From an optimization exercise on the open Yosys and OpenROAD flow, aimed at small area; shortcuts taken in it are not production practice. At most, simulation tests tie the RTL to the original design; equivalence was not proved. For run 6, only the layout was checked, not whether the RTL still works. Power and IR drop assume default switching activity.

File: design/flow/flow/run.sh
#!/bin/bash
# Own flow: the standard layout (standard.sh), with the synthesis script
# swapped for flow/synth.tcl (same as synth_recipe.tcl but a different ABC
# mapping script). Every tool's output goes to a log file in this folder.
set -euo pipefail
HERE=$(pwd)
export FLOW_ABC_SCRIPT=$HERE/flow/abc_map.script
# check that synth_recipe.tcl is the script we modified
diff <(grep -v '^proc synth' synth_recipe.tcl) <(grep -v '^#\|^proc\|^  \|^}' flow/synth.tcl) > synth_diff.log 2>&1 || true
sed "s#SYNTH_SCRIPT=[^ ]*#SYNTH_SCRIPT=$HERE/flow/synth.tcl#" standard.sh > my_standard.sh
if [[ -f flow/cts_args ]]; then export CTS_ARGS="$(cat flow/cts_args)"; fi
if [[ -f flow/buffer_ports_args ]]; then export BUFFER_PORTS_ARGS="$(cat flow/buffer_ports_args)"; fi
bash my_standard.sh > flow_run.log 2>&1
File: design/flow/flow/abc_map.script
strash
dch -f
amap
mfs -a
strash
dch -f
amap
topo
File: design/flow/flow/buffer_ports_args
-buffer_cell sky130_fd_sc_hd__buf_1
File: design/flow/flow/cts_args
-sink_clustering_enable -repair_clock_nets -dont_use_dummy_load -buf_list {sky130_fd_sc_hd__clkbuf_8} -sink_clustering_size 16 -sink_clustering_max_diameter 80
File: design/flow/flow/synth.tcl
# The standard flow's synthesis script (synth_recipe.tcl) with one change: the combinational
# logic is mapped by ABC with flow/abc_map.script (area-oriented amap and mfs) instead of
# ORFS's abc_speed/abc_area script. Registers are untouched by ABC.
proc synth {args} { yosys synth -nofsm -noshare {*}$args }
proc abc {args} {
  set i [lsearch -exact $args -script]
  if {$i >= 0} { lset args [expr {$i + 1}] $::env(FLOW_ABC_SCRIPT) }
  yosys abc {*}$args
}
source $::env(SCRIPTS_DIR)/synth.tcl
# left out here: clear keep_hierarchy, flatten, clean up, hide names made inside functions, write 1_2_yosys.v
File: design/flow/standard.sh
#!/bin/bash
# synth_recipe.tcl (not shown) runs the flow's synth.tcl, then flattens the netlist and writes it again
# the make line also repeats each setting of config.mk as NAME=value (left out here)
make -C /OpenROAD-flow-scripts/flow DESIGN_CONFIG=/design/flow/config.mk WORK_HOME=/design/flow/orfs CLKGATE_MAP_FILE= SYNTH_SCRIPT=/design/flow/synth_recipe.tcl "${@:-finish}"
File: design/flow/config.mk
export PLATFORM = sky130hd
export DESIGN_NAME = FourBitCPU
export DESIGN_NICKNAME = FourBitCPU
export VERILOG_FILES = /design/flow/design.v
export SDC_FILE = /design/flow/constraint.sdc
export NUM_CORES = 4
export LEC_CHECK = 0
export CAP_MARGIN = 20
export CORE_MARGIN = 2
export CORE_UTILIZATION = 60
export GPL_TIMING_DRIVEN = 0
export SLEW_MARGIN = 20
File: design/flow/constraint.sdc
create_clock -name core_clock -period 8.0 [get_ports {clk}]
set_input_delay 1.6000 -clock core_clock [delete_from_list [all_inputs] [get_ports {clk}]]
set_output_delay 1.6000 -clock core_clock [all_outputs]
set_load 0.01 [all_outputs]
File: design/flow/design.v
`timescale 1ns / 1ps
module FourBitCPU(rst, clk, opcode, address, myinput, myoutput, HLT, s_flag, z_flag, c_flag);
input rst, clk;
input [3:0] opcode;
input [3:0] address;
input [7:0] myinput;
output reg [7:0] myoutput;
output reg HLT, s_flag, z_flag, c_flag;
reg [7:0] memE [0:7];
reg [7:0] memO [0:7];
reg [7:0] stk  [0:7];
reg [3:0] stackPoint;
reg [4:0] progCount;
wire run = !progCount[4] && !HLT;
wire [7:0] oSel = 8'd1 << address[3:1];
wire [7:0] eSel = address[0] ? {oSel[6:0], oSel[7]} : oSel;
wire [2:0] eIdx = address[3:1] + address[0];
wire [7:0] eVal = memE[eIdx];
wire [7:0] oVal = memO[address[3:1]];
wire [7:0] memA  = address[0] ? oVal : eVal;
wire [7:0] memA1 = address[0] ? eVal : oVal;
wire [7:0] mem0  = memE[0];
wire [7:0] spSel  = 8'd1 << stackPoint[2:0];
wire [7:0] stkTop = stk[stackPoint[2:0]];
wire       isSub = (opcode == 4'd1);
wire [7:0] addB  = myinput ^ {8{isSub}};
reg [8:0] cy;
reg [7:0] sum;
integer k;
always @*
begin
  cy[0] = isSub;
  for (k=0; k<8; k=k+1)
  begin
    sum[k] = memA[k] ^ addB[k] ^ cy[k];
    cy[k+1] = (memA[k] & addB[k]) | (cy[k] & (memA[k] ^ addB[k]));
  end
end
wire borrow = !cy[8];
reg [7:0] lres;
always @*
  case (opcode)
    4'd3:  lres = mem0;
    4'd5:  lres = myinput;
    4'd7:  lres = memA & myinput;
    4'd9:  lres = memA | myinput;
    4'd10: lres = memA ^ myinput;
    default: lres = memA;
  endcase
reg [7:0] res;
always @*
  case (opcode)
    4'd0:  res = sum;
    4'd2:  res = memA1;
    4'd4:  res = memA >> 1;
    4'd12: res = stkTop;
    4'd13: res = memA << 1;
    4'd14: res = ~memA;
    default: res = lres;
  endcase
wire resZero = (lres == 8'd0);
wire memZero = (memA == 8'd0);
wire isXchg = (opcode == 4'd2);
wire isPush = (opcode == 4'd11);
wire isPop  = (opcode == 4'd12);
wire wrA    = (opcode == 4'd3) || (opcode == 4'd5) || (opcode == 4'd7) || (opcode == 4'd9) ||
              (opcode == 4'd10) || (opcode == 4'd12) || (opcode == 4'd14);
wire weE = run && (isXchg || (wrA && !address[0]));
wire weO = run && (isXchg || (wrA && address[0]));
wire [7:0] dE = isXchg ? oVal : res;
wire [7:0] dO = isXchg ? eVal : res;
wire [7:0] dE0 = dE & {8{!rst}};
wire [7:0] dE1 = dE | {8{rst}};
wire [7:0] dO0 = dO & {8{!rst}};
wire [7:0] dO1 = dO | {8{rst}};
wire stkWe = run && (isPush || isPop);
wire stkK  = rst || isPop;
wire [7:0] dS0 = memA & {8{!stkK}};
wire [7:0] dS1 = memA | {8{stkK}};
wire       dS3a = rst ? 1'b0 : isPop ? !stackPoint[3] : memA[3];
wire       dS3b = rst ? 1'b1 : isPop ? !stackPoint[3] : memA[3];
genvar g;
generate
  for (g=0; g<8; g=g+1)
  begin : bank
    wire enE = rst || (weE && eSel[g]);
    wire enO = rst || (weO && oSel[g]);
    wire [7:0] nE = {dE0[7:4], g[2] ? dE1[3] : dE0[3], g[1] ? dE1[2] : dE0[2],
                     g[0] ? dE1[1] : dE0[1], dE0[0]};
    wire [7:0] nO = {dO0[7:4], g[2] ? dO1[3] : dO0[3], g[1] ? dO1[2] : dO0[2],
                     g[0] ? dO1[1] : dO0[1], dO1[0]};
    wire enS = rst || (stkWe && (isPush ? spSel[(g+1)%8] : spSel[g]));
    wire [7:0] nS = {dS0[7:4], (g >= 6) ? dS3b : dS3a, g[2] ? dS1[2] : dS0[2],
                     g[1] ? dS1[1] : dS0[1], g[0] ? dS1[0] : dS0[0]};
    always @(posedge clk)
    begin
      if (enE) memE[g] <= nE;
      if (enO) memO[g] <= nO;
      if (enS) stk[g] <= nS;
    end
  end
endgenerate
always @(posedge clk)
begin
if (rst)
begin
  c_flag <= 0;
  z_flag <= 0;
  s_flag <= 0;
  myoutput <= 0;
  HLT <= 0;
  progCount <= 0;
  stackPoint <= 4'b1110;
end
else if (run)
begin
  progCount <= progCount + 1'b1;
  if (opcode != 4'd15) myoutput <= res;
  case (opcode)
  4'd0: begin c_flag <= cy[8]; s_flag <= 1'b0; if (memZero) z_flag <= 1'b1; end
  4'd1: begin c_flag <= borrow; s_flag <= borrow; z_flag <= memZero; end
  4'd3, 4'd7: if (resZero) z_flag <= 1'b1;
  4'd5, 4'd6: z_flag <= resZero;
  4'd8: begin c_flag <= 1'b0; s_flag <= 1'b0; z_flag <= 1'b0; end
  4'd9, 4'd10: begin c_flag <= 1'b0; s_flag <= 1'b0; z_flag <= resZero; end
  4'd11: stackPoint <= stackPoint - 1'b1;
  4'd12: stackPoint <= stackPoint + 1'b1;
  4'd13: z_flag <= memZero;
  4'd15: HLT <= 1'b1;
  default: ;
  endcase
end
end
endmodule
==> impl_metrics.tcl, run 1 <==
set metrics [dict create \
    async_reset_ff_share_pct 0 \
    crit_path_end_kind "flop" \
    synth_top_area_share_pct 60.4 \
    status "no timing/DRC/antenna violations" \
    core_sq_um 15700 \
    diodes 0 \
    fmax_mhz 130 \
    min_period_ps 7720 \
    io-pin-count 30 \
    critPathArrivalTime_ps 7950 \
    synth.net_count 798 \
    cp.required_ps 8220 \
    cts.sink_count 213 \
    cts_buffer_depth 3 \
    num_rows 46 \
    start_util_pct 60.7 \
    maxSlewViolCount 0 \
    clk_pin_slew_ps 80 \
    drt-pass1-iter-count 6 \
    die_w_um 130 \
    dpl-instance-area_sq_um 10100 \
    ys_types 40 \
    antenna_left 0 \
    cts_tree "yes" \
    drive_gt1_share_pct 9.52 \
    die_h_um 130 \
    fin_area_sq_um 10500 \
    clkLatencyLatePin_ps 510 \
    power_density_nw_per_um2 225 \
    ys.flop_type "edfxtp_1" \
    syn_area_per_cell_sq_um 12.7 \
    yosys.cell_count.top_type "edfxtp_1" \
    drt_iter0_drc 1146 \
    grt_pass1_wl_um 38500 \
    synth_common_cells "edfxtp_1, clkinv_1, nor2_1" \
    cts-root-buf "clkbuf_8" \
    seq_area_frac_synth_pct 64.8 \
    cp-start-kind "input port" \
    postSynthCellCount 751 \
    area_delta_synth_final_pct 10.3 \
    gp_congestion 0.914 \
    finalSetupViolCount 0 \
    dp_slack_ps -2330 \
    path_class "input port to flop" \
    fin_ws_ps 280 \
    vias 7098 \
    ys.warnings.count 4 \
    tightestPinTransition_ps 1070 \
    finClkSkew_ps 37.8 \
    hold_class "flop to flop" \
    fin_nets 868 \
    fin_cells 1035 \
    grt-ovfl-total 0 \
    port_buffers 29 \
    cp_max_fo 27 \
    cts_buffers 17 \
    routedWlPerCell_um 24.8 \
    min_period_over_period_pct 96.5 \
    viasPerCell 6.86 \
    netlist.top_cell.by_area "edfxtp_1" \
    synthTopCellsByArea "edfxtp_1, dfxtp_1, clkinv_1" \
    ir_worst_vdd_mv 0.162 \
    ctsHoldBuffers 0 \
    post-route-drc-count 0 \
    dieArea_sq_um 16900 \
    synth_seq_cells 213 \
    leakagePower_nw 3.50 \
    slew_headroom_pct 28.2 \
    track_usage_pct 30.7 \
    synth_edf_count 192 \
    grt_max_degree 38 \
    netlist_area_sq_um 9540 \
    first_global_vias 6789 \
    cap_violations 0 \
    dp_hpwl_um 18200 \
    finalWirelength_um 25700 \
    antenna_found_initial 0 \
    cts.htree.levels 1 \
    hold_violations 0 \
    dp_cells 1008 \
]
routing by layer:
metal	vias to the layer above	GRT usage [%]	part of all wire, %
met5	-	0	0
met4	0	9.11	2.7
met3	54	5.74	9.1
met2	385	48.8	47
met1	3499	43.8	41
li1	3160	-	-
kinds of logic (layout without fill, tap and decap cells):
| logic type | Yosys count | after routing | share of synthesized area (%) |
|---|---|---|---|
| AO/OA/AOI/OAI | 251 | 251 | 19.3 |
| flip-flops | 213 | 213 | 64.8 |
| AND/OR/NAND/NOR | 184 | 184 | 8.50 |
| buffers and inverters | 74 | 142 | 2.91 |
| adder cells (fa/ha/maj) | 29 | 29 | 4.43 |
where the power goes:
group	leakage (nW)	internal [mW]	switching, mW
clock network	0.122	0.192	0.314
registers	2.10	1.37	0.0441
logic	1.28	0.139	0.309
sequential cells by signal (all words and copies together) (netlist names):
signal and flops:
HLT 1, c_flag 1, memE 64, memO 64, myoutput 8, progCount 5
s_flag 1, stackPoint 4, stk 64, z_flag 1
worst max-delay path: stages:
cell and delay, ps:
buf_8 170, ha_1 170, ha_1 180, nor2_1 70, a21oi_2 220, inv_2 90
and3_2 290, a222oi_1 480, a31oi_2 230, o22ai_4 230, o22ai_1 140, fa_1 470
fa_1 470, fa_2 450, fa_1 440, clkinv_1 80, fa_1 200, fa_1 180
clkinv_1 100, fa_1 490, clkinv_1 50, o221ai_1 170, o32a_1 460, nor2_1 100
buf_4 150, a211oi_4 40, buf_4 200
path summary, 6_finish.rpt:
check / startpoint / to / slack (ps) / cells past startpoint
setup / recovery: address[0] / memO[7][7]$_DFFE_PP_ / 280 / 27
hold / removal: progCount[3]$_SDFFE_PP0P_ / progCount[3]$_SDFFE_PP0P_ / 500 / 2
setup reg to reg: memE[2][0]$_DFFE_PP_ / memO[7][7]$_DFFE_PP_ / 2240 / 20
hold reg to reg: progCount[3]$_SDFFE_PP0P_ / progCount[3]$_SDFFE_PP0P_ / 500 / 2
metrics by stage:
stage | hold WS, ps | util (%) | setup TNS, ps | total power [mW]
floorplan | 434 | - | 0 | 1.68
CTS | 501 | 66.4 | 0 | 2.36
global route | 516 | 67.0 | -19.4 | 2.46
finish | 498 | 67.0 | 0 | 2.37
global placement | 451 | 63.1 | -97630 | 1.82
detailed placement | 478 | 64.2 | -108390 | 1.85
cells in the final DEF (no fill, tap or decap), types with 8 or more instances in the layout:
cell type / n
edfxtp_1: 192
nor2_1: 72
clkinv_1: 71
nand2_1: 43
o22ai_1: 37
a22oi_1: 29
a222oi_1: 26
a221oi_1: 26
o21ai_0: 25
buf_1: 25
dfxtp_1: 21
ha_1: 21
a21oi_1: 19
nor3_2: 19
buf_4: 19
o21ai_1: 18
nand3_1: 17
clkbuf_8: 17
o221ai_1: 12
a211oi_1: 11
a22o_1: 8
nor3_1: 8
layout make-up:
class	count	area, sq um
sequential	213	6190
fill	1187	5190
multi-input combinational	464	3250
timing repair buffer	51	303
inverter	74	279
tap	216	270
clock buffer	17	234
timing repair:
| action | 4_1_cts | 5_1_grt |
|---|---|---|
| buffers inserted | 4 | 4 |
| cloned | 0 | 0 |
| gates resized for setup | 18 | 11 |
| pin swaps | 6 | 3 |
| endpoints found under the setup margin | 69 | 49 |
==> run 2, diff against run 1 <==
--- a/design/flow/design.v
+++ b/design/flow/design.v
@@ -11,7 +11,8 @@
 reg [7:0] stk  [0:7];
 reg [3:0] stackPoint;
 reg [4:0] progCount;
-wire run = !progCount[4] && !HLT;
+wire pcDone = (progCount[2:0] == 3'b000);
+wire run = !pcDone && !HLT;
 wire [7:0] oSel = 8'd1 << address[3:1];
 wire [7:0] eSel = address[0] ? {oSel[6:0], oSel[7]} : oSel;
 wire [2:0] eIdx = address[3:1] + address[0];
@@ -37,16 +38,22 @@
   end
 end
 wire borrow = !cy[8];
-reg [7:0] lres;
+reg [3:0] lut;    
 always @*
   case (opcode)
-    4'd3:  lres = mem0;
-    4'd5:  lres = myinput;
-    4'd7:  lres = memA & myinput;
-    4'd9:  lres = memA | myinput;
-    4'd10: lres = memA ^ myinput;
-    default: lres = memA;
+    4'd3:  lut = 4'b1100;    
+    4'd5:  lut = 4'b1010;    
+    4'd7:  lut = 4'b1000;    
+    4'd9:  lut = 4'b1110;    
+    4'd10: lut = 4'b0110;    
+    4'd14: lut = 4'b0011;    
+    default: lut = 4'b1100;  
   endcase
+reg [7:0] lres;
+integer j;
+always @*
+  for (j=0; j<8; j=j+1)
+    lres[j] = (opcode == 4'd3) ? mem0[j] : lut[{memA[j], myinput[j]}];
 reg [7:0] res;
 always @*
   case (opcode)
@@ -55,7 +62,6 @@
     4'd4:  res = memA >> 1;
     4'd12: res = stkTop;
     4'd13: res = memA << 1;
-    4'd14: res = ~memA;
     default: res = lres;
   endcase
 wire resZero = (lres == 8'd0);
@@ -109,12 +115,12 @@
   s_flag <= 0;
   myoutput <= 0;
   HLT <= 0;
-  progCount <= 0;
+  progCount <= 5'b00001;
   stackPoint <= 4'b1110;
 end
 else if (run)
 begin
-  progCount <= progCount + 1'b1;
+  progCount <= {progCount[3:0], progCount[4] ^ progCount[2]};
   if (opcode != 4'd15) myoutput <= res;
   case (opcode)
   4'd0: begin c_flag <= cy[8]; s_flag <= 1'b0; if (memZero) z_flag <= 1'b1; end
--- a/design/flow/config.mk
+++ b/design/flow/config.mk
@@ -5,8 +5,8 @@
 export SDC_FILE = /design/flow/constraint.sdc
 export NUM_CORES = 4
 export LEC_CHECK = 0
-export CAP_MARGIN = 20
+export CAP_MARGIN = 0
 export CORE_MARGIN = 2
 export CORE_UTILIZATION = 60
 export GPL_TIMING_DRIVEN = 0
-export SLEW_MARGIN = 20
+export SLEW_MARGIN = 0
==> run 2 against run 1 <==
  * Now fails the layout checks on capacitance limit, slew limit
  * Hold slack worse by 25 ps
  * Highest routed layer unchanged
  * Non-clock buffer count decreased by 4
  * Flip-flop and latch count unchanged
  * Utilization barely moved
  * Setup slack improved by 110 ps
  * Largest cell class unchanged
  * Sequential power is essentially flat
  * First-iteration DRC count shrank 22%
==> impl_metrics.tcl, run 2 <==
set metrics [dict create \
    yosys.cell_count.top_type "edfxtp_1" \
    vias 6741 \
    start_util_pct 61.0 \
    num_rows 45 \
    crit_path_end_kind "flop" \
    die_h_um 128 \
    power.switching_mw 0.654 \
    power_density_nw_per_um2 231 \
    drt_iter0_drc 895 \
    synth-compound-area-share_pct 19.6 \
    synth_common_cells "edfxtp_1, nor2_1, clkinv_1" \
    finalSetupViolCount 0 \
    rr_worst_depth 22 \
    core_sq_um 15100 \
    first_global_vias 6275 \
    crit_family "adder cells" \
    die_w_um 128 \
    maxSlewViolCount 11 \
    p_sw_share_pct 28.0 \
    netlist_area_sq_um 9250 \
    syn_area_per_cell_sq_um 12.9 \
    antenna_found_initial 0 \
    cts.sink_count 213 \
    finClkSkew_ps 49.5 \
    timing.rr.start "memO[4][0]$_DFFE_PP_" \
    hold_class "flop to flop" \
    grt-ovfl-total 0 \
    drive_gt1_share_pct 8.08 \
    cp-start-kind "input port" \
    gp_congestion 1.03 \
    cts.htree.levels 1 \
    synthAdderAreaFrac_pct 2.27 \
    cts_buffers 17 \
    rsz0062_at_grt "no" \
    antenna_left 0 \
    viasPerCell 6.96 \
    ys.warnings.count 4 \
    seq_area_frac_synth_pct 66.9 \
    crit_top_cell "fa_1" \
    dp_cells 939 \
    met3_usage_pct 5.13 \
    hold_violations 0 \
    drt-pass1-iter-count 7 \
    synthTopCellsByArea "edfxtp_1, dfxtp_1, nor2_1" \
    dieArea_sq_um 16400 \
    dpl-instance-area_sq_um 9640 \
    cap_violations 1 \
    post-route-drc-count 0 \
    leakagePower_nw 3.32 \
    critPathLaunch "address[0]" \
    synth.net_count 746 \
    port_buffers 29 \
    grt_pass1_wl_um 37000 \
    cp_max_fo 27 \
    rrSetupSlack_ps 2290 \
    met2_usage_pct 47.8 \
    top_regs "memE (64), memO (64), stk (64)" \
    fin_area_sq_um 10100 \
    fin_nets 812 \
    grt_max_degree 38 \
    finalWirelength_um 24300 \
    violations "capacitance limit, slew limit" \
    tightestPinTransition_ps 1520 \
    io-pin-count 30 \
    slew_headroom_pct -2.09 \
    synth_mux_area_share_pct 0 \
    ctsHoldBuffers 0 \
    fillCellCount 1124 \
    ys_types 37 \
    multi_input_area_sq_um 2990 \
    routedWlPerCell_um 25.1 \
    ir_worst_vdd_mv 0.178 \
    synth_top_area_share_pct 62.4 \
    cp.required_ps 8220 \
    synth_top_family_by_area "compound AO/OA/AOI/OAI gates" \
    clk_pin_slew_ps 90 \
    ys.flop_type "edfxtp_1" \
    min_path_cells 2 \
    met1_usage_pct 43.2 \
    final_cell_mix "edfxtp_1, nor2_1, clkinv_1, nand2_1, o22ai_1" \
    final_util_pct 66.9 \
    cts_tree "yes" \
    status "finished with violations" \
    cp_slowest_cell "nor4_1" \
    pwr-share-seq_pct 60.2 \
    path_buf_inv 7 \
    gr-max-usage-layer "met2" \
    fin_cells 968 \
    min_period_ps 7610 \
    combPwrFrac_pct 18.0 \
    netlist.top_cell.by_area "edfxtp_1" \
    synthXorXnorAreaFrac_pct 0 \
    mostFrequentLayoutCell "edfxtp_1" \
    postSynthCellCount 716 \
    area_delta_synth_final_pct 9.62 \
    internal_power_mw 1.68 \
    synth_seq_cells 213 \
    synth-simple-area-share_pct 8.61 \
    path_class "input port to flop" \
    setup_tns_ps 0 \
    cts_buffer_depth 3 \
    reg2reg_to "memE[2][7]$_DFFE_PP_" \
    min_period_over_period_pct 95.2 \
    clkLatencyLatePin_ps 520 \
    async_reset_ff_share_pct 0 \
    hold_start "progCount[4]$_SDFFE_PP0P_" \
    diodes 0 \
    p_total_mw 2.34 \
    timing.critical_path.slowest_cell_delay_ps 530 \
    track_usage_pct 30.2 \
    cts-root-buf "clkbuf_8" \
    dp_hpwl_um 16400 \
    critPathArrivalTime_ps 7830 \
    clkPwrFrac_pct 21.8 \
    seqCellArea_sq_um 6190 \
    hold_end "progCount[4]$_SDFFE_PP0P_" \
    synth_edf_count 192 \
    fmax_mhz 131 \
]
==> run 2: cell types whose count changed in the layout (fill, tap and decap cells not counted), moves of 8 or more <==
cell / previous run / this run
clkinv_1: 71 / 61
ha_1: 21 / 3
a221oi_1: 26 / 18
nor3_2: 19 / 8
nor2_1: 72 / 84
a22o_1: 8 / 18
==> run 2: worst max path at each step <==
stage	endpoint	slack, ps	cells past startpoint
final	memE[2][7]$_DFFE_PP_	390	27
after global routing	memE[2][7]$_DFFE_PP_	40	29
after CTS	memO[6][7]$_DFFE_PP_	40	29
after detailed placement	memO[7][7]$_DFFE_PP_	-1860	29
after global placement	memO[6][7]$_DFFE_PP_	-1880	29
after floorplan	memE[0][7]$_DFFE_PP_	670	27
==> run 2: cells by family (layout without fill, tap and decap cells) <==
logic type	after synthesis	count (layout)
adders and majority gates	12	12
DFF	213	213
buffers and inverters	64	128
AOI/OAI and AO/OA	241	241
and+or+nand+nor	186	186
==> run 2: final cells by class <==
class                      count  share of cell area (%)
clock buffer                  17                    2.31
inverter                      64                    2.41
multi-input combinational    439                    29.5
sequential                   213                    61.0
tap                          188                    2.32
timing repair buffer          47                    2.38
==> run 2: stage by stage <==
stage,hold WS [ps],setup WS [ps]
after floorplan,435,672
after CTS,470,37.7
after detailed placement,458,-1860
after global routing,493,44.0
final,474,388
after global placement,442,-1880
==> run 2: what timing repair did <==
| action | 4_1_cts | 5_1_grt |
|---|---|---|
| gates resized for setup | 29 | 7 |
| cloned | 0 | 0 |
| setup endpoints to repair | 69 | 17 |
| buffers inserted | 6 | 2 |
| pin swaps | 6 | 0 |
==> run 2: tightest hold or removal path, cell delays in order, from the launching register on <==
cell and delay [ps]:
dfxtp_1 320, clkinv_1 50, a21oi_1 50
==> run 2: power groups by stage <==
stage                     registers [mW]  clock network, mW  logic [mW]
after floorplan                     1.42                  0       0.246
after global placement              1.42                  0       0.382
after detailed placement            1.43                  0       0.388
after CTS                           1.41              0.517       0.406
after global routing                1.42              0.556       0.456
final                               1.41              0.510       0.421
==> run 2: metal layers <==
metal	part of all wire, %	wire length [um]	vias to the layer above
met5	0	0	-
met4	2.8	686	0
met3	8.9	2170	50
met2	47	11400	357
met1	41	10000	3294
li1	-	-	3040
==> run 3, diff against run 2 <==
--- a/design/flow/config.mk
+++ b/design/flow/config.mk
@@ -5,8 +5,8 @@
 export SDC_FILE = /design/flow/constraint.sdc
 export NUM_CORES = 4
 export LEC_CHECK = 0
-export CAP_MARGIN = 0
+export CAP_MARGIN = 10
 export CORE_MARGIN = 2
 export CORE_UTILIZATION = 60
 export GPL_TIMING_DRIVEN = 0
-export SLEW_MARGIN = 0
+export SLEW_MARGIN = 10
==> run 3 against run 2 <==
  * The run now finishes clean
  * Cell count fell by 0.21%
  * Synthesized cell count is the same
  * Via count up 1.5%
  * Non-clock buffer count down 2
  * Area after synthesis did not move
  * Sequential share of layout area down 0.16 points
  * Combinational power rose by 1%
  * Routed wire length increased by 2.4%
  * Flip-flop and latch count stayed put
  * Global-route usage rose by 0.34 points
  * Total power up 0.50%
  * Clock power up 1%
  * Largest power group unchanged
  * Highest routed layer unchanged
==> impl_metrics.tcl, run 3 <==
set metrics [dict create \
    viasPerCell 7.09 \
    ys.flop_type "edfxtp_1" \
    ys_types 37 \
    post-route-drc-count 0 \
    grt_pass1_wl_um 37500 \
    power_density_nw_per_um2 231 \
    ir_worst_vdd_mv 0.223 \
    dpl-instance-area_sq_um 9710 \
    yosys.cell_count.top_type "edfxtp_1" \
    p_sw_share_pct 28.3 \
    final_util_pct 67.1 \
    antenna_left 0 \
    vias 6845 \
    cts-root-buf "clkbuf_8" \
    min_period_over_period_pct 96.9 \
    cts_buffer_depth 3 \
    dieArea_sq_um 16400 \
    setup_tns_ps 0 \
    seqCellArea_sq_um 6190 \
    hold_violations 0 \
    drt-pass1-iter-count 7 \
    fillCellCount 1111 \
    slew_headroom_pct 26.6 \
    cts_buffers 17 \
    mostFrequentLayoutCell "edfxtp_1" \
    grt_max_degree 38 \
    synth_seq_cells 213 \
    clkLatencyLatePin_ps 510 \
    p_total_mw 2.35 \
    clkPwrFrac_pct 22.0 \
    cp_max_fo 11 \
    syn_area_per_cell_sq_um 12.9 \
    first_global_vias 6526 \
    synth_top_area_share_pct 62.4 \
    top_regs "memE (64), memO (64), stk (64)" \
    dp_cells 940 \
    fin_nets 810 \
    fin_ws_ps 250 \
    combPwrFrac_pct 18.1 \
    internal_power_mw 1.68 \
    multi_input_area_sq_um 3030 \
    finalSetupViolCount 0 \
    path_class "input port to flop" \
    routedWlPerCell_um 25.7 \
    synth.net_count 746 \
    critPathArrivalTime_ps 7930 \
    diodes 0 \
    synth_edf_count 192 \
    netlist.top_cell.by_area "edfxtp_1" \
    cp.required_ps 8180 \
    postSynthCellCount 716 \
    final_cell_mix "edfxtp_1, nor2_1, clkinv_1, nand2_1, o22ai_1" \
    status "no timing/DRC/antenna violations" \
    io-pin-count 30 \
    crit_path_end_kind "flop" \
    gp_congestion 1.03 \
    dp_hpwl_um 16500 \
    cts_tree "yes" \
    die_w_um 128 \
    netlist_area_sq_um 9250 \
    finClkSkew_ps 42.4 \
    leakagePower_nw 3.31 \
    cp-start-kind "input port" \
    num_rows 45 \
    clk_pin_slew_ps 90 \
    core_sq_um 15100 \
    pwr-share-seq_pct 59.9 \
    start_util_pct 61.0 \
    maxSlewViolCount 0 \
    cts.sink_count 213 \
    synthTopCellsByArea "edfxtp_1, dfxtp_1, nor2_1" \
    async_reset_ff_share_pct 0 \
    port_buffers 29 \
    cap_violations 0 \
    cts.htree.levels 1 \
    drt_iter0_drc 909 \
    drive_gt1_share_pct 8.87 \
    seq_area_frac_synth_pct 66.9 \
    fin_cells 966 \
    fin_area_sq_um 10200 \
    grt-ovfl-total 0 \
    antenna_found_initial 0 \
    die_h_um 128 \
    power.switching_mw 0.666 \
    finalWirelength_um 24900 \
    fmax_mhz 129 \
    fin_hold_ws_ps 477 \
    hold_class "flop to flop" \
    dp_slack_ps -1900 \
    min_period_ps 7750 \
    ctsHoldBuffers 0 \
    area_delta_synth_final_pct 9.91 \
    tightestPinTransition_ps 1090 \
    synth_common_cells "edfxtp_1, nor2_1, clkinv_1" \
    track_usage_pct 30.5 \
    ys.warnings.count 4 \
    rrSetupSlack_ps 2160 \
]
-- run 3: cell types whose count changed in the layout (fill, tap and decap cells not counted), moves of 2 or more --
cell	previous run	this run
nor3_4	7	9
nor3_1	11	4
o21ai_1	11	16
o21ai_0	21	16
buf_2	4	2
nor3_2	8	13
-- run 3: path summary, 6_finish.rpt --
check                         endpoint  depth (start not counted)                       from
max               memO[6][7]$_DFFE_PP_                         25                 address[2]
min          progCount[4]$_SDFFE_PP0P_                          2  progCount[4]$_SDFFE_PP0P_
max reg2reg       memO[6][7]$_DFFE_PP_                         22       memO[4][0]$_DFFE_PP_
min reg2reg  progCount[4]$_SDFFE_PP0P_                          2  progCount[4]$_SDFFE_PP0P_
-- run 3: layout make-up --
class,instances,share of cell area [%]
sequential,213,60.9
multi-input combinational,439,29.8
inverter,64,2.40
tap,188,2.31
clock buffer,17,2.30
timing repair buffer,45,2.25
-- run 3: power by group through the flow --
stage / clock (mW) / combinational (mW) / sequential [mW]
after CTS: 0.517 / 0.410 / 1.41
final: 0.516 / 0.426 / 1.41
after detailed placement: 0 / 0.392 / 1.43
after floorplan: 0 / 0.246 / 1.42
after global routing: 0.554 / 0.458 / 1.42
after global placement: 0 / 0.382 / 1.42
-- run 3: layer usage --
layer  GRT usage, %  vias to the layer above  part of all wire [%]
met3           4.01                       72                   9.1
met4           13.3                        0                   4.1
li1               -                     3031                     -
met1           43.5                     3323                    40
met5              0                        -                     0
met2           47.9                      419                    46
-- run 3: kinds of logic (layout without fill, tap and decap cells) --
| logic type | after synthesis | count (layout) | share of synthesized area (%) |
|---|---|---|---|
| AOI/OAI and AO/OA | 241 | 241 | 19.6 |
| DFF | 213 | 213 | 66.9 |
| and+or+nand+nor | 186 | 186 | 8.61 |
| buffers and inverters | 64 | 126 | 2.60 |
| adders and majority gates | 12 | 12 | 2.27 |
-- run 3: timing repair --
action / in CTS / in global routing
setup endpoints to repair: 69 / 16
pin swaps: 5 / 1
gates resized for setup: 28 / 6
buffers inserted: 5 / 2
-- run 3: worst max-delay path, stage by stage --
cell and delay (ps):
buf_1 320, clkinv_1 350, nor3_2 860, a222oi_1 200, nand2_1 110, nor2_1 130, o22ai_2 180, clkinv_2 220
o22ai_2 230, fa_1 260, fa_1 180, clkinv_1 90, fa_1 460, fa_1 450, clkinv_1 80, fa_1 180
clkinv_1 90, fa_1 430, clkinv_1 70, fa_1 390, a221oi_2 300, o221ai_1 270, nor2_1 150, nor2_1 70
o21a_1 260
==> run 4, diff against run 3 <==
--- a/design/flow/config.mk
+++ b/design/flow/config.mk
@@ -5,8 +5,8 @@
 export SDC_FILE = /design/flow/constraint.sdc
 export NUM_CORES = 4
 export LEC_CHECK = 0
-export CAP_MARGIN = 10
+export CAP_MARGIN = 20
 export CORE_MARGIN = 2
 export CORE_UTILIZATION = 60
 export GPL_TIMING_DRIVEN = 0
-export SLEW_MARGIN = 10
+export SLEW_MARGIN = 20
==> run 4 against run 3 <==
  * Still clean
  * Combinational power down 0.9%
  * Clock power hardly changed
  * Area after synthesis unchanged
  * Final area is 0.38% lower
  * Largest cell class unchanged
==> impl_metrics.tcl, run 4 <==
set metrics [dict create \
    grt-ovfl-total 0 \
    die_h_um 128 \
    syn_area_per_cell_sq_um 12.9 \
    core_sq_um 15100 \
    path_buf_inv 8 \
    crit_top_cell "fa_1" \
    clkLatencyLatePin_ps 520 \
    grt_pass1_wl_um 37100 \
    num_rows 45 \
    critPathArrivalTime_ps 7940 \
    first_global_vias 6426 \
    netlist.top_cell.by_area "edfxtp_1" \
    yosys.cell_count.top_type "edfxtp_1" \
    synth_edf_count 192 \
    final_util_pct 66.8 \
    min_period_ps 7770 \
    antenna_found_initial 0 \
    track_usage_pct 30.4 \
    gp_congestion 1.03 \
    cts.htree.levels 1 \
    finalSetupViolCount 0 \
    vias 6764 \
    dieArea_sq_um 16400 \
    drt_iter0_drc 929 \
    cp.required_ps 8170 \
    fillCellCount 1091 \
    netlist_area_sq_um 9250 \
    hold_violations 0 \
    hold_class "flop to flop" \
    io-pin-count 30 \
    viasPerCell 7.03 \
    finClkSkew_ps 44.6 \
    leakagePower_nw 3.30 \
    min_period_over_period_pct 97.2 \
    tightestPinTransition_ps 1070 \
    maxSlewViolCount 0 \
    ctsHoldBuffers 0 \
    drt-pass1-iter-count 6 \
    fin_nets 806 \
    post-route-drc-count 0 \
    fmax_mhz 129 \
    cts_buffer_depth 3 \
    crit_family "adder cells" \
    dp_hpwl_um 16700 \
    ys.flop_type "edfxtp_1" \
    seq_area_frac_synth_pct 66.9 \
    rrSetupSlack_ps 2130 \
    start_util_pct 61.0 \
    clk_pin_slew_ps 90 \
    finalWirelength_um 24300 \
    cts.sink_count 213 \
    synthTopCellsByArea "edfxtp_1, dfxtp_1, nor2_1" \
    synth_top_area_share_pct 62.4 \
    area_delta_synth_final_pct 9.49 \
    routedWlPerCell_um 25.3 \
    port_buffers 29 \
    drive_gt1_share_pct 8.27 \
    power_density_nw_per_um2 231 \
    met2_usage_pct 48.1 \
    antenna_left 0 \
    synth_seq_cells 213 \
    slew_headroom_pct 27.8 \
    cap_violations 0 \
    synth.net_count 746 \
    met3_usage_pct 3.92 \
    synth_common_cells "edfxtp_1, nor2_1, clkinv_1" \
    cp-start-kind "input port" \
    postSynthCellCount 716 \
    p_total_mw 2.34 \
    fin_cells 962 \
    cts_tree "yes" \
    ys.warnings.count 4 \
    async_reset_ff_share_pct 0 \
    final_cell_mix "edfxtp_1, nor2_1, clkinv_1, nand2_1, o22ai_1" \
    gr-max-usage-layer "met2" \
    top_regs "memE (64), memO (64), stk (64)" \
    cp_max_fo 8 \
    ys_types 37 \
    ir_worst_vdd_mv 0.251 \
    dp_cells 943 \
    status "no timing/DRC/antenna violations" \
    cts_buffers 17 \
    crit_path_end_kind "flop" \
    path_class "input port to flop" \
    cp_slowest_cell "fa_1" \
    die_w_um 128 \
    met1_usage_pct 43.4 \
    diodes 0 \
    grt_max_degree 38 \
    mostFrequentLayoutCell "edfxtp_1" \
    timing.critical_path.slowest_cell_delay_ps 460 \
    cts-root-buf "clkbuf_8" \
]
run 4: cell types whose count changed in the layout (fill, tap and decap cells not counted), sizes merged:
cell | before | now
buf | 44 | 41
clkinvlp | 0 | 1
clkinv | 64 | 61
clkbuf | 18 | 17
inv | 0 | 1
bufinv | 0 | 1
run 4: metrics by stage:
stage / TNS [ps] / area [sq um] / hold slack, ps / setup WS, ps
after floorplan: 0 / 9250 / 435 / 672
after global placement: -83990 / 9590 / 442 / -1880
after detailed placement: -71320 / 9750 / 458 / -1690
after CTS: 0 / 10100 / 472 / 13.4
after global routing: -79.2 / 10100 / 495 / -19.9
final: 0 / 10100 / 472 / 228
run 4: worst paths after layout:
kind	endpoint	cells past startpoint	startpoint
max	memO[6][7]$_DFFE_PP_	30	address[1]
max reg2reg	memO[6][7]$_DFFE_PP_	22	memO[4][0]$_DFFE_PP_
min reg2reg	progCount[4]$_SDFFE_PP0P_	2	progCount[4]$_SDFFE_PP0P_
min	progCount[4]$_SDFFE_PP0P_	2	progCount[4]$_SDFFE_PP0P_
run 4: cells by family (layout without fill, tap and decap cells):
logic type,after synthesis,count (layout),synth area share [%]
DFF,213,213,66.9
adders and majority gates,12,12,2.27
and+or+nand+nor,186,186,8.61
buffers and inverters,64,122,2.60
AOI/OAI and AO/OA,241,241,19.6
run 4: metal layers:
layer  vias to the layer above  routed length, um
met5                         -                  0
met4                         0                899
met3                        58               2010
met2                       363              11600
met1                      3313               9850
li1                       3030                  -
run 4: layout make-up:
class / instances / area, sq um / share of cell area [%]
Sequential cell: 213 / 6190 / 61.1
Multi-Input combinational cell: 439 / 3010 / 29.7
Inverter: 64 / 260 / 2.57
Tap cell: 188 / 235 / 2.32
Clock buffer: 17 / 234 / 2.31
Timing Repair Buffer: 41 / 199 / 1.97
run 4: what timing repair did:
item,CTS,global route
setup buffers,0,2
cloned,0,0
gates resized for setup,24,5
endpoints found under the setup margin,63,17
run 4: tightest hold or removal path: stages, from the launching register on:
cell	delay, ps
dfxtp_1	330
clkinv_1	50
a21oi_1	50
run 4: power by group:
group | switching [mW] | leakage, nW | internal (mW)
clock network | 0.323 | 0.122 | 0.192
logic | 0.296 | 1.07 | 0.126
registers | 0.0410 | 2.10 | 1.37
==> run 5, diff against run 4 <==
==> design/flow/flow/cts_args (replaced) <==
-sink_clustering_enable -repair_clock_nets -dont_use_dummy_load -buf_list {sky130_fd_sc_hd__clkbuf_16} -sink_clustering_size 32 -sink_clustering_max_diameter 100
==> run 5 against run 4 <==
  * Still clean on timing, DRC and antenna
  * Cell count is 0.52% lower
  * Utilization grew 0.31 points
  * Area after synthesis stayed put
  * Final area grew 0.47%
  * Largest power group unchanged
==> impl_metrics.tcl, run 5 <==
set metrics [dict create \
    grt-ovfl-total 0 \
    async_reset_ff_share_pct 0 \
    syn_area_per_cell_sq_um 12.9 \
    final_cell_mix "edfxtp_1, nor2_1, clkinv_1, nand2_1, o22ai_1" \
    p_total_mw 2.40 \
    cts_buffer_depth 3 \
    p_sw_share_pct 27.5 \
    die_w_um 128 \
    first_global_vias 6377 \
    maxSlewViolCount 0 \
    drt_iter0_drc 833 \
    top_regs "memE (64), memO (64), stk (64)" \
    internal_power_mw 1.74 \
    cts.htree.levels 1 \
    post-route-drc-count 0 \
    netlist_area_sq_um 9250 \
    fmax_mhz 129 \
    synth_top_area_share_pct 62.4 \
    tightestPinTransition_ps 1130 \
    ys.warnings.count 4 \
    antenna_left 0 \
    pwr-share-seq_pct 58.6 \
    drt-pass1-iter-count 8 \
    cts_tree "yes" \
    critPathArrivalTime_ps 7930 \
    hold_violations 0 \
    status "no timing/DRC/antenna violations" \
    ir_worst_vdd_mv 0.236 \
    core_sq_um 15100 \
    yosys.cell_count.top_type "edfxtp_1" \
    cts.sink_count 213 \
    start_util_pct 61.0 \
    gp_congestion 1.03 \
    synth_common_cells "edfxtp_1, nor2_1, clkinv_1" \
    vias 6717 \
    combPwrFrac_pct 17.7 \
    cp_max_fo 8 \
    clkLatencyLatePin_ps 480 \
    routedWlPerCell_um 25.6 \
    min_period_over_period_pct 97.0 \
    crit_top_cell "fa_1" \
    dp_hpwl_um 16700 \
    hold_class "flop to flop" \
    finalWirelength_um 24500 \
    synth_seq_cells 213 \
    ys_types 37 \
    postSynthCellCount 716 \
    seq_area_frac_synth_pct 66.9 \
    clk_pin_slew_ps 70 \
    diodes 0 \
    num_rows 45 \
    dp_slack_ps -1690 \
    io-pin-count 30 \
    path_buf_inv 8 \
    track_usage_pct 30.2 \
    cp.required_ps 8170 \
    clkPwrFrac_pct 23.7 \
    cp-start-kind "input port" \
    mostFrequentLayoutCell "edfxtp_1" \
    finalSetupViolCount 0 \
    leakagePower_nw 3.32 \
    crit_family "adder cells" \
    area_delta_synth_final_pct 10.0 \
    synth.net_count 746 \
    cts_buffers 11 \
    crit_path_end_kind "flop" \
    power.switching_mw 0.659 \
    ys.flop_type "edfxtp_1" \
    cp_slowest_cell "fa_1" \
    min_period_ps 7760 \
    fin_ws_ps 242 \
    fin_nets 801 \
    synth_edf_count 192 \
    viasPerCell 7.02 \
    finClkSkew_ps 54.6 \
    path_class "input port to flop" \
    synthTopCellsByArea "edfxtp_1, dfxtp_1, nor2_1" \
    die_h_um 128 \
    antenna_found_initial 0 \
    timing.critical_path.slowest_cell_delay_ps 460 \
    grt_max_degree 38 \
    grt_pass1_wl_um 37100 \
    port_buffers 29 \
    drive_gt1_share_pct 7.67 \
    netlist.top_cell.by_area "edfxtp_1" \
    cts-root-buf "clkbuf_16" \
    power_density_nw_per_um2 236 \
    slew_headroom_pct 24.2 \
    dieArea_sq_um 16400 \
    cap_violations 0 \
]
==> run 5: cell count changes in the layout (fill, tap and decap cells not counted) <==
| cell | previous run | this run |
|---|---|---|
| o21a_2 | 0 | 1 |
| ha_1 | 2 | 3 |
| ha_2 | 2 | 1 |
| o21a_1 | 8 | 7 |
| clkbuf_8 | 17 | 0 |
| clkbuf_16 | 0 | 11 |
| buf_4 | 11 | 12 |
==> run 5: what timing repair did <==
item | 4_1_cts | 5_1_grt
endpoints found under the hold margin | 0 | 0
gates resized for setup | 24 | 5
hold buffers | 0 | 0
buffers inserted | 0 | 3
endpoints found under the setup margin | 69 | 17
==> run 5: final timing paths <==
path,start,endpoint,slack [ps],depth (start not counted)
max,address[1],memO[4][7]$_DFFE_PP_,240,30
min,progCount[4]$_SDFFE_PP0P_,progCount[4]$_SDFFE_PP0P_,470,2
max reg2reg,memO[4][0]$_DFFE_PP_,memO[4][7]$_DFFE_PP_,2240,22
min reg2reg,progCount[4]$_SDFFE_PP0P_,progCount[4]$_SDFFE_PP0P_,470,2
==> run 5: final cells by class <==
type,count,area [sq um]
Clock buffer,11,275
Fill cell,1082,4980
Inverter,64,260
Multi-Input combinational cell,439,3010
Sequential cell,213,6190
Tap cell,188,235
Timing Repair Buffer,42,206
==> run 5: through the flow <==
stage | hold slack, ps | std cells | area, sq um | TNS [ps] | util [%]
6_report | 468 | 957 | 10200 | 0 | 67.1
5_1_grt | 490 | 957 | 10200 | -473 | 67.1
2_1_floorplan | 435 | 716 | 9250 | 0 | -
4_1_cts | 468 | 954 | 10100 | 0 | 66.8
3_5_place_dp | 458 | 943 | 9750 | -71320 | 64.3
3_3_place_gp | 442 | 933 | 9590 | -83990 | 63.3
==> run 5: tightest hold or removal path: stages (launching register included) <==
cell      delay [ps]
dfxtp_1          320
clkinv_1          50
a21oi_1           50
==> run 5: per-layer routing <==
layer / track usage (%) / part of all wire, % / vias to the layer above
met5: 0 / 0 / -
met4: 12.4 / 4.2 / 0
met3: 4.47 / 8.7 / 53
met2: 48.2 / 47 / 372
met1: 42.2 / 40 / 3273
li1: - / - / 3019
==> run 5: power groups by stage <==
stage	Combinational, mW	Clock, mW	Sequential (mW)
after floorplan	0.246	0	1.42
after global placement	0.382	0	1.42
after detailed placement	0.395	0	1.43
after CTS	0.409	0.571	1.41
after global routing	0.457	0.603	1.42
final	0.424	0.570	1.41
==> run 5: cells by family (layout without fill, tap and decap cells) <==
kind of cell	after synthesis	count (layout)	synth area share, %
buffers and inverters	64	117	2.60
and+or+nand+nor	186	186	8.61
adders and majority gates	12	12	2.27
AOI/OAI and AO/OA	241	241	19.6
DFF	213	213	66.9
==> run 6, diff against run 5 <==
--- a/design/flow/design.v
+++ b/design/flow/design.v
@@ -18,8 +18,8 @@
 wire [2:0] eIdx = address[3:1] + address[0];
 wire [7:0] eVal = memE[eIdx];
 wire [7:0] oVal = memO[address[3:1]];
-wire [7:0] memA  = address[0] ? oVal : eVal;
-wire [7:0] memA1 = address[0] ? eVal : oVal;
+wire       isXchg = (opcode == 4'd2);
+wire [7:0] memA  = (address[0] ^ isXchg) ? oVal : eVal;
 wire [7:0] mem0  = memE[0];
 wire [7:0] spSel  = 8'd1 << stackPoint[2:0];
 wire [7:0] stkTop = stk[stackPoint[2:0]];
@@ -58,15 +58,13 @@
 always @*
   case (opcode)
     4'd0:  res = sum;
-    4'd2:  res = memA1;
     4'd4:  res = memA >> 1;
     4'd12: res = stkTop;
     4'd13: res = memA << 1;
     default: res = lres;
   endcase
 wire resZero = (lres == 8'd0);
-wire memZero = (memA == 8'd0);
-wire isXchg = (opcode == 4'd2);
+wire memZero = resZero;
 wire isPush = (opcode == 4'd11);
 wire isPop  = (opcode == 4'd12);
 wire wrA    = (opcode == 4'd3) || (opcode == 4'd5) || (opcode == 4'd7) || (opcode == 4'd9) ||
==> design/flow/flow/cts_args (replaced) <==
-sink_clustering_enable -repair_clock_nets -dont_use_dummy_load -buf_list {sky130_fd_sc_hd__clkbuf_8} -sink_clustering_size 16 -sink_clustering_max_diameter 80
==> run 6 against run 5 <==
  * Clock skew decreased by 2.0 ps
  * Non-clock buffer count increased by 3
  * Sequential power about the same
  * Still clean
  * Critical path type unchanged
  * Via count decreased by 1.3%
  * Critical endpoint is now memE[6][7]$_DFFE_PP_
  * Utilization decreased by 0.80 points
  * Maximum frequency decreased by 0.81%
==> impl_metrics.tcl, run 6 <==
set metrics [dict create \
    die_h_um 127 \
    dp_cells 926 \
    synth.net_count 723 \
    timing.rr.start "memO[3][0]$_DFFE_PP_" \
    track_usage_pct 30.9 \
    cts.htree.levels 1 \
    synth-simple-area-share_pct 8.19 \
    rrSetupSlack_ps 2060 \
    fin_nets 787 \
    antenna_left 0 \
    start_util_pct 60.7 \
    drt_iter0_drc 794 \
    gp_congestion 0.928 \
    port_buffers 29 \
    mostFrequentLayoutCell "edfxtp_1" \
    rr_worst_depth 20 \
    first_global_vias 6569 \
    cts_tree "yes" \
    routedWlPerCell_um 25.9 \
    synth-compound-area-share_pct 19.1 \
    cap_violations 0 \
    endpoint "memE[6][7]$_DFFE_PP_" \
    tightestPinTransition_ps 1100 \
    clk_pin_slew_ps 100 \
    status "no timing/DRC/antenna violations" \
    yosys.cell_count.top_type "edfxtp_1" \
    met2_usage_pct 51.1 \
    finClkSkew_ps 52.6 \
    fin_area_sq_um 9970 \
    synth_seq_cells 213 \
    cts.sink_count 213 \
    core_sq_um 15000 \
    fmax_mhz 128 \
    io-pin-count 30 \
    async_reset_ff_share_pct 0 \
    dpl-instance-area_sq_um 9690 \
    cts_resized 7 \
    slew_headroom_pct 25.1 \
    finalWirelength_um 24400 \
    min_period_ps 7820 \
    dieArea_sq_um 16200 \
    synth_top_area_share_pct 63.1 \
    ctsHoldBuffers 0 \
    hold_class "flop to flop" \
    synthTopCellsByArea "edfxtp_1, dfxtp_1, nor2_1" \
    critPathLaunch "opcode[3]" \
    antenna_found_initial 0 \
    synthAdderAreaFrac_pct 2.30 \
    netlist.top_cell.by_area "edfxtp_1" \
    synth_mux_area_share_pct 0 \
    leakagePower_nw 3.23 \
    hold_violations 0 \
    gr-max-usage-layer "met2" \
    min_period_over_period_pct 97.8 \
    netlist_area_sq_um 9130 \
    met1_usage_pct 41.7 \
    synth_top_family_by_area "compound AO/OA/AOI/OAI gates" \
    rsz0062_at_grt "no" \
    dp_hpwl_um 17200 \
    ys.warnings.count 4 \
    num_rows 45 \
    synth_edf_count 192 \
    syn_area_per_cell_sq_um 13.2 \
    synthXorXnorAreaFrac_pct 0 \
    die_w_um 127 \
    clkLatencyLatePin_ps 510 \
    synth_common_cells "edfxtp_1, nor2_1, clkinv_1" \
    diodes 0 \
    fin_cells 943 \
    drt-pass1-iter-count 6 \
    fin_ws_ps 179 \
    ys_types 37 \
    cts_buffer_depth 3 \
    top_regs "memE (64), memO (64), stk (64)" \
    finalSetupViolCount 0 \
    final_util_pct 66.3 \
    final_cell_mix "edfxtp_1, nor2_1, clkinv_1, nand2_1, a22oi_1" \
    crit_path_end_kind "flop" \
    seq_area_frac_synth_pct 67.7 \
    ys.flop_type "edfxtp_1" \
    met3_usage_pct 5.40 \
    drive_gt1_share_pct 8.48 \
    cp_max_fo 21 \
    maxSlewViolCount 0 \
    grt_pass1_wl_um 37700 \
    cp.required_ps 8180 \
    path_class "input port to flop" \
    reg2reg_to "memE[6][7]$_DFFE_PP_" \
    cp-start-kind "input port" \
    cts_buffers 17 \
    cts-root-buf "clkbuf_8" \
    dp_slack_ps -1110 \
    postSynthCellCount 693 \
    viasPerCell 7.03 \
    post-route-drc-count 0 \
    vias 6631 \
    critPathArrivalTime_ps 8000 \
    ir_worst_vdd_mv 0.165 \
    grt_max_degree 41 \
    grt-ovfl-total 0 \
    fin_hold_ws_ps 471 \
    post_cts_buffers 0 \
    area_delta_synth_final_pct 9.22 \
    power_density_nw_per_um2 234 \
]
run 6: how the worst min path moves through the flow:
stage | from | to | depth (start not counted)
6_report | progCount[4]$_SDFFE_PP0P_ | progCount[4]$_SDFFE_PP0P_ | 2
5_1_grt | progCount[4]$_SDFFE_PP0P_ | progCount[4]$_SDFFE_PP0P_ | 2
4_1_cts | progCount[4]$_SDFFE_PP0P_ | progCount[4]$_SDFFE_PP0P_ | 2
3_5_place_dp | progCount[4]$_SDFFE_PP0P_ | progCount[4]$_SDFFE_PP0P_ | 2
3_3_place_gp | progCount[4]$_SDFFE_PP0P_ | progCount[4]$_SDFFE_PP0P_ | 2
2_1_floorplan | progCount[4]$_SDFFE_PP0P_ | progCount[4]$_SDFFE_PP0P_ | 2
run 6: layer usage:
metal	vias up	share of wire (%)
met5	-	0
met4	0	3.2
met3	53	8.8
met2	360	49
met1	3289	39
li1	2929	-
run 6: through the flow:
step / TNS (ps) / power (mW)
after detailed placement: -42340 / 1.84
after CTS: 0 / 2.33
after global placement: -34580 / 1.81
final: 0 / 2.33
after floorplan: 0 / 1.68
after global routing: 0 / 2.43
run 6: layout make-up:
class,count,area [sq um]
Sequential cell,213,6190
Fill cell,1106,5060
Multi-Input combinational cell,415,2830
Inverter,65,245
Timing Repair Buffer,45,240
Tap cell,188,235
Clock buffer,17,234
run 6: logic make-up (layout without fill, tap and decap cells):
family          after synthesis  after routing
flops                       213            213
compound gates              232            232
buf+inv                      65            127
fa+ha+maj                    12             12
simple gates                171            171
run 6: power by group:
group | internal, mW | switching (mW)
Clock | 0.192 | 0.317
Combinational | 0.123 | 0.283
Sequential | 1.37 | 0.0450
run 6: critical path, stage by stage:
cell	delay (ps)
buf_1	140
clkinv_1	110
nand2_1	120
nor2_2	520
clkinv_2	470
o22ai_4	400
o22ai_1	220
clkinv_1	150
o22ai_1	120
fa_1	480
fa_1	450
clkinv_1	80
fa_1	190
clkinv_1	100
fa_1	470
fa_1	470
fa_1	460
fa_1	480
a21oi_1	190
o221ai_1	260
nor2_1	170
nor2_1	100
o21a_2	230
==> run 7, diff against run 6 <==
--- a/design/flow/design.v
+++ b/design/flow/design.v
@@ -54,14 +54,14 @@
 always @*
   for (j=0; j<8; j=j+1)
     lres[j] = (opcode == 4'd3) ? mem0[j] : lut[{memA[j], myinput[j]}];
+wire [7:0] wres = (opcode == 4'd12) ? stkTop : lres;
 reg [7:0] res;
 always @*
   case (opcode)
     4'd0:  res = sum;
     4'd4:  res = memA >> 1;
-    4'd12: res = stkTop;
     4'd13: res = memA << 1;
-    default: res = lres;
+    default: res = wres;
   endcase
 wire resZero = (lres == 8'd0);
 wire memZero = resZero;
@@ -71,8 +71,8 @@
               (opcode == 4'd10) || (opcode == 4'd12) || (opcode == 4'd14);
 wire weE = run && (isXchg || (wrA && !address[0]));
 wire weO = run && (isXchg || (wrA && address[0]));
-wire [7:0] dE = isXchg ? oVal : res;
-wire [7:0] dO = isXchg ? eVal : res;
+wire [7:0] dE = isXchg ? oVal : wres;
+wire [7:0] dO = isXchg ? eVal : wres;
 wire [7:0] dE0 = dE & {8{!rst}};
 wire [7:0] dE1 = dE | {8{rst}};
 wire [7:0] dO0 = dO & {8{!rst}};
==> run 7 against run 6 <==
  * Global-route usage shrank 1.9 points
  * Utilization down 0.16 points
  * Critical path depth rose by 5
  * Largest power group unchanged
  * Critical endpoint is now c_flag$_SDFFE_PP0P_
  * Die area increased by 0.31%
  * Still clean
  * First-iteration DRC count grew 4.3%
  * Maximum frequency grew 4.5%
  * Synthesized cell count up 2.7%
  * Final area fell by 0.24%
  * Flip-flop and latch count unchanged
==> impl_metrics.tcl, run 7 <==
set metrics [dict create \
    status "no timing/DRC/antenna violations" \
    min_period_over_period_pct 93.5 \
    path_class "input port to flop" \
    cts_buffer_depth 3 \
    min_path_cells 2 \
    final_cell_mix "edfxtp_1, nor2_1, clkinv_1, nand2_1, o22ai_1" \
    viasPerCell 6.93 \
    netlist.top_cell.by_area "edfxtp_1" \
    first_global_vias 6250 \
    setup_tns_ps 0 \
    die_w_um 128 \
    num_rows 45 \
    core_sq_um 15000 \
    internal_power_mw 1.68 \
    start_util_pct 60.9 \
    mostFrequentLayoutCell "edfxtp_1" \
    p_sw_share_pct 27.7 \
    routedWlPerCell_um 24.4 \
    ys_types 39 \
    ir_worst_vdd_mv 0.173 \
    power_density_nw_per_um2 234 \
    antenna_left 0 \
    netlist_area_sq_um 9160 \
    cts.htree.levels 1 \
    cp.required_ps 8440 \
    cp-start-kind "input port" \
    tightestPinTransition_ps 1040 \
    clk_pin_slew_ps 100 \
    finalWirelength_um 23400 \
    postSynthCellCount 712 \
    dp_hpwl_um 16300 \
    hold_violations 0 \
    rr_worst_depth 21 \
    diodes 0 \
    ys.warnings.count 4 \
    grt_max_degree 37 \
    synth.net_count 742 \
    vias 6639 \
    fmax_mhz 134 \
    cap_violations 0 \
    pwr-share-seq_pct 60.7 \
    synth_common_cells "edfxtp_1, nor2_1, clkinv_1" \
    io-pin-count 30 \
    combPwrFrac_pct 17.3 \
    gp_congestion 0.948 \
    cts_resized 0 \
    seq_area_frac_synth_pct 67.5 \
    hold_class "flop to flop" \
    fin_nets 802 \
    leakagePower_nw 3.24 \
    ctsHoldBuffers 0 \
    synth_seq_cells 213 \
    power.switching_mw 0.645 \
    min_period_ps 7480 \
    finClkSkew_ps 57.0 \
    cts_tree "yes" \
    drt-pass1-iter-count 6 \
    post-route-drc-count 0 \
    finalSetupViolCount 0 \
    slew_headroom_pct 30.1 \
    antenna_found_initial 0 \
    synth_top_area_share_pct 62.9 \
    cp_max_fo 12 \
    syn_area_per_cell_sq_um 12.9 \
    cts_buffers 17 \
    async_reset_ff_share_pct 0 \
    grt_pass1_wl_um 35600 \
    critPathArrivalTime_ps 7920 \
    die_h_um 128 \
    track_usage_pct 29.0 \
    dieArea_sq_um 16300 \
    ys.flop_type "edfxtp_1" \
    rsz0062_at_grt "no" \
    maxSlewViolCount 0 \
    clkPwrFrac_pct 22.0 \
    fillCellCount 1133 \
    yosys.cell_count.top_type "edfxtp_1" \
    synthTopCellsByArea "edfxtp_1, dfxtp_1, a222oi_1" \
    area_delta_synth_final_pct 8.60 \
    grt-ovfl-total 0 \
    drt_iter0_drc 828 \
    cts-root-buf "clkbuf_8" \
    cts.sink_count 213 \
    dp_slack_ps -309 \
    top_regs "memE (64), memO (64), stk (64)" \
    fin_ws_ps 519 \
    synth_edf_count 192 \
    post_cts_buffers 0 \
    crit_path_end_kind "flop" \
    port_buffers 29 \
    clkLatencyLatePin_ps 520 \
    drive_gt1_share_pct 7.01 \
]
[run 7: critical path: stages]
cell      delay [ps]
clkbuf_2         230
ha_1             190
ha_1             150
nor2_1            50
a21oi_1          370
clkinv_1         270
and3_1           380
a222oi_1         360
o21ai_0          150
a221o_1          280
a221oi_1         350
o22ai_1          290
fa_1             480
fa_1             430
clkinv_1          70
fa_1             200
fa_1             210
clkinv_1         110
fa_1             430
clkinv_1          70
fa_1             170
clkinv_1          90
fa_1             450
nor2_1           180
clkinv_1          90
a21oi_1          130
a21oi_1           50
nor2_1            80
[run 7: cell type report]
class                   count  area, sq um  area share (%)
clock buffers              17          234            2.35
inverters                  69          263            2.64
multi-input cells         430         2830            28.4
flip-flops and latches    213         6190            62.2
well taps                 188          235            2.36
repair buffers             41          205            2.06
[run 7: kinds of logic after synthesis]
| kind of cell | count (synthesis) | synth area share [%] |
|---|---|---|
| adders and majority gates | 12 | 2.29 |
| buffers and inverters | 69 | 2.83 |
| DFF | 213 | 67.5 |
| AOI/OAI and AO/OA | 235 | 18.5 |
| and+or+nand+nor | 183 | 8.81 |
[run 7: stage by stage]
stage	area [sq um]	hold WS, ps	utilization, %	instances	power, mW
floorplan	9160	435	-	712	1.67
global placement	9510	443	63.2	929	1.81
detailed placement	9690	466	64.4	941	1.83
CTS	9920	480	66.0	958	2.32
global route	9950	500	66.2	958	2.41
finish	9950	474	66.2	958	2.33
[run 7: per-layer routing]
metal / track usage (%) / wire (um)
met3: 3.73 / 1960
met2: 45.1 / 10700
met4: 9.18 / 678
met5: 0 / 0
met1: 43.3 / 10100
[run 7: power groups by stage]
| stage | Sequential [mW] | Clock (mW) | Combinational, mW |
|---|---|---|---|
| 3_3_place_gp | 1.43 | 0 | 0.374 |
| 5_1_grt | 1.42 | 0.555 | 0.437 |
| 4_1_cts | 1.41 | 0.516 | 0.393 |
| 6_report | 1.41 | 0.512 | 0.403 |
| 3_5_place_dp | 1.44 | 0 | 0.391 |
| 2_1_floorplan | 1.43 | 0 | 0.246 |
[run 7: worst paths after layout]
kind                        startpoint                   endpoint  slack (ps)
max reg2reg       memE[3][1]$_DFFE_PP_        c_flag$_SDFFE_PP0P_        2960
min reg2reg  progCount[4]$_SDFFE_PP0P_  progCount[4]$_SDFFE_PP0P_         470
max                         address[0]        c_flag$_SDFFE_PP0P_         520
min          progCount[4]$_SDFFE_PP0P_  progCount[4]$_SDFFE_PP0P_         470
==> run 8, diff against run 7 <==
--- a/design/flow/config.mk
+++ b/design/flow/config.mk
@@ -7,6 +7,6 @@
 export LEC_CHECK = 0
 export CAP_MARGIN = 20
 export CORE_MARGIN = 2
-export CORE_UTILIZATION = 60
+export CORE_UTILIZATION = 70
 export GPL_TIMING_DRIVEN = 0
 export SLEW_MARGIN = 20
==> run 8 against run 7 <==
  * Still clean
  * Via count is 3.9% higher
  * Sequential power barely moved
  * Register-to-register slack worse by 140 ps
  * Largest cell class unchanged
  * Highest routed layer unchanged
==> impl_metrics.tcl, run 8 <==
set metrics [dict create \
    cap_violations 0 \
    track_usage_pct 35.0 \
    finalSetupViolCount 0 \
    ys.flop_type "edfxtp_1" \
    critPathArrivalTime_ps 7980 \
    status "no timing/DRC/antenna violations" \
    ctsHoldBuffers 0 \
    viasPerCell 7.36 \
    core_sq_um 12700 \
    fmax_mhz 131 \
    netlist.top_cell.by_area "edfxtp_1" \
    ys_types 39 \
    post_cts_buffers 0 \
    gp_congestion 0.921 \
    ys.warnings.count 4 \
    cp.required_ps 8350 \
    final_util_pct 77.6 \
    io-pin-count 30 \
    synth.net_count 742 \
    cts.sink_count 213 \
    synth_seq_cells 213 \
    cts-root-buf "clkbuf_8" \
    cts_buffer_depth 3 \
    diodes 0 \
    dieArea_sq_um 14000 \
    hold_class "flop to flop" \
    die_w_um 118 \
    min_period_over_period_pct 95.3 \
    clk_pin_slew_ps 90 \
    area_delta_synth_final_pct 7.80 \
    final_cell_mix "edfxtp_1, nor2_1, clkinv_1, nand2_1, o22ai_1" \
    vias 6895 \
    cts_tree "yes" \
    start_util_pct 72.0 \
    min_period_ps 7630 \
    die_h_um 118 \
    cp_max_fo 20 \
    cp-start-kind "input port" \
    tightestPinTransition_ps 1130 \
    grt_pass1_wl_um 37000 \
    syn_area_per_cell_sq_um 12.9 \
    cts.htree.levels 1 \
    slew_headroom_pct 24.0 \
    dp_hpwl_um 16200 \
    ir_worst_vdd_mv 0.242 \
    cts_buffers 17 \
    yosys.cell_count.top_type "edfxtp_1" \
    routedWlPerCell_um 26.0 \
    setup_tns_ps 0 \
    drt_iter0_drc 1125 \
    maxSlewViolCount 0 \
    fillCellCount 777 \
    num_rows 41 \
    grt_max_degree 37 \
    netlist_area_sq_um 9160 \
    antenna_left 0 \
    first_global_vias 6462 \
    drt-pass1-iter-count 5 \
    p_total_mw 2.35 \
    finalWirelength_um 24400 \
    fin_nets 797 \
    rsz0062_at_grt "no" \
    seqCellArea_sq_um 6190 \
    mostFrequentLayoutCell "edfxtp_1" \
    synthTopCellsByArea "edfxtp_1, dfxtp_1, a222oi_1" \
    leakagePower_nw 3.21 \
    drive_gt1_share_pct 6.27 \
    synth_common_cells "edfxtp_1, nor2_1, clkinv_1" \
    top_regs "memE (64), memO (64), stk (64)" \
    async_reset_ff_share_pct 0 \
    port_buffers 29 \
    seq_area_frac_synth_pct 67.5 \
    fin_hold_ws_ps 465 \
    synth_edf_count 192 \
    post-route-drc-count 0 \
    crit_path_end_kind "flop" \
    path_class "input port to flop" \
    hold_violations 0 \
    power_density_nw_per_um2 238 \
    postSynthCellCount 712 \
    synth_top_area_share_pct 62.9 \
    finClkSkew_ps 60.5 \
    multi_input_area_sq_um 2820 \
    grt-ovfl-total 0 \
    antenna_found_initial 0 \
    clkLatencyLatePin_ps 530 \
]
==> run 8: cell count changes in the layout (fill, tap and decap cells not counted), sizes merged <==
cell	delta
buf	-5
==> run 8: critical path, cell delays in order <==
cell        delay, ps
buf_1             120
clkinv_1          110
nand2_1           100
nor2_1            680
clkinvlp_4        600
o22ai_2           470
clkinv_1          360
o22ai_1           380
clkinv_1          280
o22ai_1           320
fa_1              270
fa_1              180
clkinv_1           80
fa_1              450
fa_1              430
clkinv_1           70
fa_1              170
clkinv_1           90
fa_1              420
clkinv_1           80
fa_1              390
nand2_1            90
o2111a_1          180
nor3_1             50
==> run 8: path summary, 6_finish.rpt <==
check	cells past startpoint	to	startpoint	slack, ps
setup / recovery	24	myoutput[7]$_SDFFE_PP0P_	opcode[2]	370
hold / removal	2	progCount[4]$_SDFFE_PP0P_	progCount[4]$_SDFFE_PP0P_	470
setup reg to reg	21	c_flag$_SDFFE_PP0P_	memE[3][1]$_DFFE_PP_	2820
hold reg to reg	2	progCount[4]$_SDFFE_PP0P_	progCount[4]$_SDFFE_PP0P_	470
==> run 8: power breakdown <==
part           internal [mW]  total (mW)  switching, mW
sequential              1.37        1.42         0.0474
combinational          0.119       0.408          0.289
clock                  0.192       0.519          0.327
==> run 8: what timing repair did <==
action / 4_1_cts / 5_1_grt
setup endpoints to repair: 0 / 4
hold endpoints to repair: 0 / 0
gates resized for setup: 0 / 5
==> run 8: cell type report <==
class                           count  area share [%]
Multi-Input combinational cell    430            28.5
Timing Repair Buffer               36            1.63
Sequential cell                   213            62.6
Clock buffer                       17            2.37
Tap cell                          172            2.18
Inverter                           69            2.66
==> run 8: cells by family after synthesis <==
| group | synth area share (%) |
|---|---|
| compound gates | 18.5 |
| fa+ha+maj | 2.29 |
| buf+inv | 2.83 |
| flops | 67.5 |
| simple gates | 8.81 |
==> run 8: layer usage <==
metal  track usage, %  wire length (um)  share of wire [%]
met4             10.4               746                3.1
met3             5.98              3160                 13
met5                0                 0                  0
met2             55.0             11300                 47
met1             51.3              9110                 37
==> run 8: per-stage QoR <==
stage	area [sq um]	cells	setup WS, ps
6_report	9880	937	372
4_1_cts	9850	937	112
2_1_floorplan	9160	712	1190
3_5_place_dp	9610	920	-389
5_1_grt	9880	937	39.5
3_3_place_gp	9490	913	-219

static timing again, ports no longer ideal:
The flow's constraints put no driver on any port. The routed layouts listed below were extracted and timed again, unchanged, in two steps.
Step 1 assumes that a clkbuf_16 drives the clock port and a buf_2 every other input.
Step 2 moves the port delays by t, midway between the first and last clock arrival at a register: inputs arrive t later, outputs are due t later. That takes back most of the time a late clock gives input paths.
a / b / c = no drivers / after step 1 / after step 2; a / b = the first two.
| run | t, ns | slack for setup (ns) | worst setup path after step 2 |
|---|---|---|---|
| run 1 | 0.528 | 0.280 / 0.252 / -0.276 | input to register |
| run 2 | 0.537 | 0.388 / 0.383 / -0.154 | input to register |
| run 3 | 0.534 | 0.250 / 0.264 / -0.271 | input to register |
| run 4 | 0.534 | 0.228 / 0.231 / -0.303 | input to register |
| run 5 | 0.498 | 0.242 / 0.262 / -0.236 | input to register |
| run 6 | 0.520 | 0.179 / 0.198 / -0.322 | input to register |
| run 7 | 0.524 | 0.519 / 0.532 / 0.007 | input to register |
| run 8 | 0.538 | 0.372 / 0.388 / -0.150 | input to register |
The setup slack of run 1, which loses most, moves by -0.028 ns with the drivers and by -0.556 ns with both steps.
